Source: an optimization exercise on an open RTL-to-GDS flow (aim: small area, a short achievable clock period and few clock cycles). Production flows keep margins and buffers that such runs may drop. The RTL was checked by simulation tests, not by an equivalence proof against the original design. No activity file was given, so power comes from the tool's default toggle rates.

## south
Design WorkingFinal, start of the top module:
module WorkingFinal(input clk, input reset, input wire [15:0] mem_rdata,
                    output wire [15:0] mem_addr, output wire [15:0] mem_wdata,
                    output wire mem_we, output wire halt);
==> flow/config.mk <==
export PLATFORM = sky130hd
export DESIGN_NAME = WorkingFinal
export DESIGN_NICKNAME = WorkingFinal
export VERILOG_FILES = /design/flow/design.v
export SDC_FILE = /design/flow/constraint.sdc
export NUM_CORES = 4
export LEC_CHECK = 0
export ABC_AREA = 1
export CAP_MARGIN = 20
export CORE_MARGIN = 2
export CORE_UTILIZATION = 45
export CTS_BUF_LIST = sky130_fd_sc_hd__clkbuf_8
export SLEW_MARGIN = 20
==> flow/constraint.sdc <==
create_clock -name core_clock -period 30.0 [get_ports {clk}]
set_input_delay 6.0000 -clock core_clock [delete_from_list [all_inputs] [get_ports {clk}]]
set_output_delay 6.0000 -clock core_clock [all_outputs]
set_load 0.01 [all_outputs]
standard.sh (not shown) runs the stock make flow with config.mk's settings and CLKGATE_MAP_FILE= SYNTH_SCRIPT=/design/flow/synth_recipe.tcl, a recipe that flattens the netlist after the stock synthesis.
==> flow/flow/run.sh <==
#!/bin/bash
# The standard layout (standard.sh: ORFS from synthesis to finish, with
# the standard flow's constraints), with two changes:
#  - synthesis is the standard flow's synthesis script, except that ABC maps the logic
#    with flow/abc_map_a.script (area-oriented mapping); flip-flop mapping and
#    every other synthesis step are unchanged, so the registers are the same;
#  - timing repair keeps a setup margin, so that it works on the achieved
#    period and not only on the 30 ns clock.
# Make's output goes to standard.log; ORFS keeps each step's log under orfs/logs.
set -euo pipefail
here=$(pwd)
{
  echo "proc abc {args} { set i [lsearch \$args -script]; if {\$i >= 0} { lset args [expr {\$i + 1}] $here/flow/abc_map_a.script }; yosys abc {*}\$args }"
  cat synth_recipe.tcl
} > synth_recipe_own.tcl
sed "s#SYNTH_SCRIPT=$here/synth_recipe.tcl#SYNTH_SCRIPT=$here/synth_recipe_own.tcl#" standard.sh > standard_own.sh
grep -q synth_recipe_own.tcl standard_own.sh
bash standard_own.sh SETUP_SLACK_MARGIN=23 finish > standard.log 2>&1
==> flow/flow/abc_map_a.script <==
strash
dch -f
map -a
topo
stime -c
south went all the way through the flow, and no timing, DRC or antenna check failed.
Testbench counts of south, summed over its fixed seeds: cycles 15,794.
Setup changes, south to west
--- a/flow/design.v
+++ b/flow/design.v
@@ -80,21 +80,21 @@
 	wire [15:0] a = (isBNE || isDIV || isSH) ? 16'd0 : A;
 	wire [15:0] cs = a ^ x ^ y;
 	wire [15:0] cc = (a & x) | (a & y) | (x & y);
 	wire [17:0] addw = {1'b0, cs, 1'b1} + {1'b0, cc[14:0], cin1, cin2};
 	wire [15:0] sum = addw[16:1];
 	wire cout = addw[17] | cc[15];    
 	wire [15:0] res = sum;
 	wire [15:0] marp2 = mar + 16'd2;
 	wire ne = (A != B);
 	wire [15:0] jtgt_f = {marp2[15:13], mem_rdata[11:0], 1'b0};
-	wire e_redir = ev && ((isBNE && ne && ir[5:0] != 6'd0) || isJALR);
+	wire e_redir = ev && ((isBNE && ne) || isJALR);
 	wire e_mem   = ev && (isLW || isSW);
 	wire e_stall = ev && isDIV && (dst != 2'd2);
 	wire fa      = fc && !e_redir && !e_stall;            
 	wire f_isJ   = (mem_rdata[15:12] == 4'b1100);
 	wire f_isH   = (mem_rdata[15:13] == 3'b111);
 	wire [15:0] nseq = f_isJ ? jtgt_f : marp2;
 	wire div_start = ev && isDIV && (dst == 2'd0);
 	wire div_small = (dst == 2'd1) && dsm;
 	wire div_iter  = (dst == 2'd1) && !dsm;
 	wire div_last  = div_iter && (cnt == 4'd0);
### Flow results
Pin count of the biggest net entering global routing in west vs south: up 2
Status: fraction of the cycle the final worst path needs parity (west, south)
Re number of buffers on the longest clock path: no difference whatsoever between west and south.
south and west ended up with nearly the same floorplan die height.
west — number of nets in the synthesized netlist 25 higher, south as reference
Combinational group share of total power was higher in the run labelled south.
west ended with less detailed-route wire length than south.
Testbench counts of west, summed over its fixed seeds: cycles 15,859.

WorkingFinal, a different RTL version from the one above (not shown whole).
For scale: ~1400 cells after synthesis, about 140 flip-flops, about 52 I/O pins, ~0.010 mm² of cells after synthesis.
// WorkingFinal
module WorkingFinal(input clk, input reset, input wire [15:0] mem_rdata,
                    output wire [15:0] mem_addr, output wire [15:0] mem_wdata,
                    output wire mem_we, output wire halt);
Settings: LEC_CHECK=0, ABC_AREA=1, CAP_MARGIN=20, CORE_MARGIN=2, CORE_UTILIZATION=45, CTS_BUF_LIST=sky130_fd_sc_hd__clkbuf_8, SLEW_MARGIN=20; clock period 30.0 ns.
Scripts as last shown in full above: flow/flow/run.sh, flow/flow/abc_map_a.script
Testbench counts at the start, summed over its fixed seeds: cycles 16,041.
Rerun with:
--- a/flow/design.v
+++ b/flow/design.v
@@ -47,50 +47,57 @@
 			3'd4: rdreg = a4;
 			3'd5: rdreg = a5;
 			3'd6: rdreg = a6;
 			default: rdreg = a7;
 		endcase
 	endfunction
 	wire [2:0] bidx = (isBNE || isSW) ? rd : rt;
 	wire [15:0] A = rdreg(rs, r4, r5, r6, r7);
 	wire [15:0] B = rdreg(bidx, r4, r5, r6, r7);
 	wire [15:0] C = rdreg(rc, r4, r5, r6, r7);
-	wire big = ir[2];
-	wire [1:0] sa = ir[1:0];
-	wire left = (op == 4'b0101);
-	wire fill = (op == 4'b0111) && A[15];
-	wire [15:0] s1 = sa[0] ? (left ? {A[14:0], 1'b0} : {fill, A[15:1]}) : A;
-	wire [15:0] s2 = sa[1] ? (left ? {s1[13:0], 2'b0} : {{2{fill}}, s1[15:2]}) : s1;
-	wire [15:0] shv = big ? {16{fill}} : s2;
 	reg [15:0] x, y;
 	reg cin1, cin2;
 	always @(*) begin
 		x = B; y = C; cin1 = 1'b0; cin2 = 1'b0;
 		case (op)
 			4'b0001: begin x = ~B; y = ~C; cin1 = 1'b1; cin2 = 1'b1; end
 			4'b0010: begin y = ~C; cin2 = 1'b1; end
 			4'b0011: begin x = (dst == 2'd1) ? {rem[14:0], wdr[15]} : B; y = ~C; cin2 = 1'b1; end
 			4'b0100: y = sext3;
 			4'b1010: begin x = mar; y = soff; end
-			4'b0101, 4'b0110, 4'b0111: begin x = shv; y = 16'd0; end
-			4'b1011: begin x = 16'd0; y = {10'd0, ir[5:0] & ~A[5:0]}; end
 			4'b1000, 4'b1001, 4'b1101: begin x = 16'd0; y = sext6; end
 			default: ;
 		endcase
 	end
-	wire [15:0] a = (isBNE || isDIV || isSH) ? 16'd0 : A;
+	wire [15:0] a = (isBNE || isDIV) ? 16'd0 : A;
 	wire [15:0] cs = a ^ x ^ y;
 	wire [15:0] cc = (a & x) | (a & y) | (x & y);
 	wire [17:0] addw = {1'b0, cs, 1'b1} + {1'b0, cc[14:0], cin1, cin2};
 	wire [15:0] sum = addw[16:1];
 	wire cout = addw[17] | cc[15];    
-	wire [15:0] res = sum;
+	wire big = ir[2];    
+	wire [1:0] sa = ir[1:0];
+	wire [15:0] sll = big ? 16'd0 : (A << sa);
+	wire [15:0] srl = big ? 16'd0 : (A >> sa);
+	wire signed [15:0] As = A;
+	wire [15:0] sra0 = As >>> sa;
+	wire [15:0] sra = big ? {16{A[15]}} : sra0;
+	reg [15:0] res;
+	always @(*) begin
+		case (op)
+			4'b0101: res = sll;
+			4'b0110: res = srl;
+			4'b0111: res = sra;
+			4'b1011: res = A | {10'd0, ir[5:0]};
+			default: res = sum;
+		endcase
+	end
 	wire [15:0] marp2 = mar + 16'd2;
 	wire ne = (A != B);
 	wire [15:0] jtgt_f = {marp2[15:13], mem_rdata[11:0], 1'b0};
 	wire e_redir = ev && ((isBNE && ne) || isJALR);
 	wire e_mem   = ev && (isLW || isSW);
 	wire e_stall = ev && isDIV && (dst != 2'd2);
 	wire fa      = fc && !e_redir && !e_stall;            
 	wire f_isJ   = (mem_rdata[15:12] == 4'b1100);
 	wire f_isH   = (mem_rdata[15:13] == 3'b111);
 	wire [15:0] nseq = f_isJ ? jtgt_f : marp2;
@@ -109,34 +116,33 @@
 	reg [15:0] bsh;
 	always @(*) begin
 		case (lzn)
 			2'd0: bsh = B;
 			2'd1: bsh = {B[11:0], 4'd0};
 			2'd2: bsh = {B[7:0], 8'd0};
 			default: bsh = {B[3:0], 12'd0};
 		endcase
 	end
 	wire dhz = (C[15:2] == 14'd0);
-	wire dv1 = dhz && (C[1:0] == 2'd1);    
 	wire s1q = dz || (dhz && C[1:0] == 2'd1 && bsh[15]);
 	wire s1r = bsh[15] && !(dhz && C[1:0] == 2'd1);
 	reg        wen;
 	reg [1:0]  widx;
 	reg [15:0] wdat;
 	always @(*) begin
 		wen = 1'b0; widx = rd[1:0]; wdat = res;
 		if (dcyc) begin
 			wen = ldw && ldrd[2]; widx = ldrd[1:0]; wdat = mem_rdata;
 		end else if (div_last) begin
 			wen = rs[2]; widx = rs[1:0]; wdat = rnext;
 		end else if (div_small) begin
-			wen = rs[2]; widx = rs[1:0]; wdat = dv1 ? 16'd0 : B;
+			wen = rs[2]; widx = rs[1:0]; wdat = B;
 		end else if (div_qw) begin
 			wen = rd[2]; widx = rd[1:0]; wdat = wdr;
 		end else if (ev && wrRd) begin
 			wen = rd[2]; widx = rd[1:0]; wdat = isJALR ? mar : res;
 		end
 	end
 	always @(posedge clk) begin
 		if (wen && widx == 2'd0) r4 <= wdat;
 		if (wen && widx == 2'd1) r5 <= wdat;
 		if (wen && widx == 2'd2) r6 <= wdat;
@@ -177,23 +183,23 @@
 				dst <= 2'd2;
 			else if (div_qw)
 				dst <= 2'd0;
 		end
 	end
 	always @(posedge clk) begin
 		if (fa)
 			ir <= mem_rdata;
 		ldw <= isLW;
 		ldrd <= rd;
-		dsm <= div_start && (!cout || dv1);
+		dsm <= div_start && !cout;
 		if (div_small)
-			wdr <= dv1 ? B : 16'd0;
+			wdr <= 16'd0;
 		else if (div_iter)
 			wdr <= {wdr[14:0], dq};
 		else if (div_start)
 			wdr <= {bsh[14:0], s1q};
 		else
 			wdr <= B;
 		if (div_iter)
 			cnt <= cnt - 4'd1;
 		else
 			cnt <= {~lzn, 2'b10};
Routed wire length is lower by 6.0%.
Hold slack is worse by 0.021 ns.
Critical path depth is higher by 2.
Clock power is about the same.
Clock skew is lower by 0.015 ns.
Non-clock buffer count is lower by 5.
Synthesized cell count is higher by 1.5%.
Maximum frequency barely changes.
Design area is lower by 1.4%.
Power is lower by 22%.
Combinational power is lower by 29%.
Testbench counts after the change, summed over its fixed seeds: cycles 16,429.

## separate check: timing with driven ports
The flow's constraints put no driver on any port. The routed layouts listed below were extracted and timed again, unchanged, in two steps.
Step 1 (the two cells are an assumption about what drives the block):
set clk [get_ports {clk}]
set_driving_cell -lib_cell sky130_fd_sc_hd__clkbuf_16 $clk
set_driving_cell -lib_cell sky130_fd_sc_hd__buf_2 [delete_from_list [all_inputs] $clk]
Step 2 moves the port delays by t, midway between the first and last clock arrival at a register: inputs arrive t later, outputs are due t later. That takes back most of the time a late clock gives input paths.
Three values: no drivers, after step 1, after step 2; two values: the first two.
| run | shift t [ns] | slack for setup (ns) | worst hold slack (ns) | clock arrival spread, ns | cell pins on the clock port's net |
|---|---|---|---|---|---|
| south | 0.522 | 23.007 / 22.962 / 22.545 | 0.451 / 0.451 / 0.451 | 0.025 / 0.025 | 1 |
| west | 0.538 | 23.005 / 22.956 / 22.508 | 0.446 / 0.446 / 0.446 | 0.018 / 0.018 | 1 |
| the first run of note 2 | 0.528 | 22.989 / 22.941 / 22.537 | 0.440 / 0.440 / 0.440 | 0.033 / 0.033 | 1 |
| the second run of note 2 | 0.526 | 23.008 / 22.973 / 22.509 | 0.419 / 0.419 / 0.419 | 0.018 / 0.019 | 1 |
After both steps setup and hold are still met in every run listed. For the second run of note 2, which loses most, drivers alone change the setup slack by -0.035 ns; drivers and shift together by -0.499 ns.
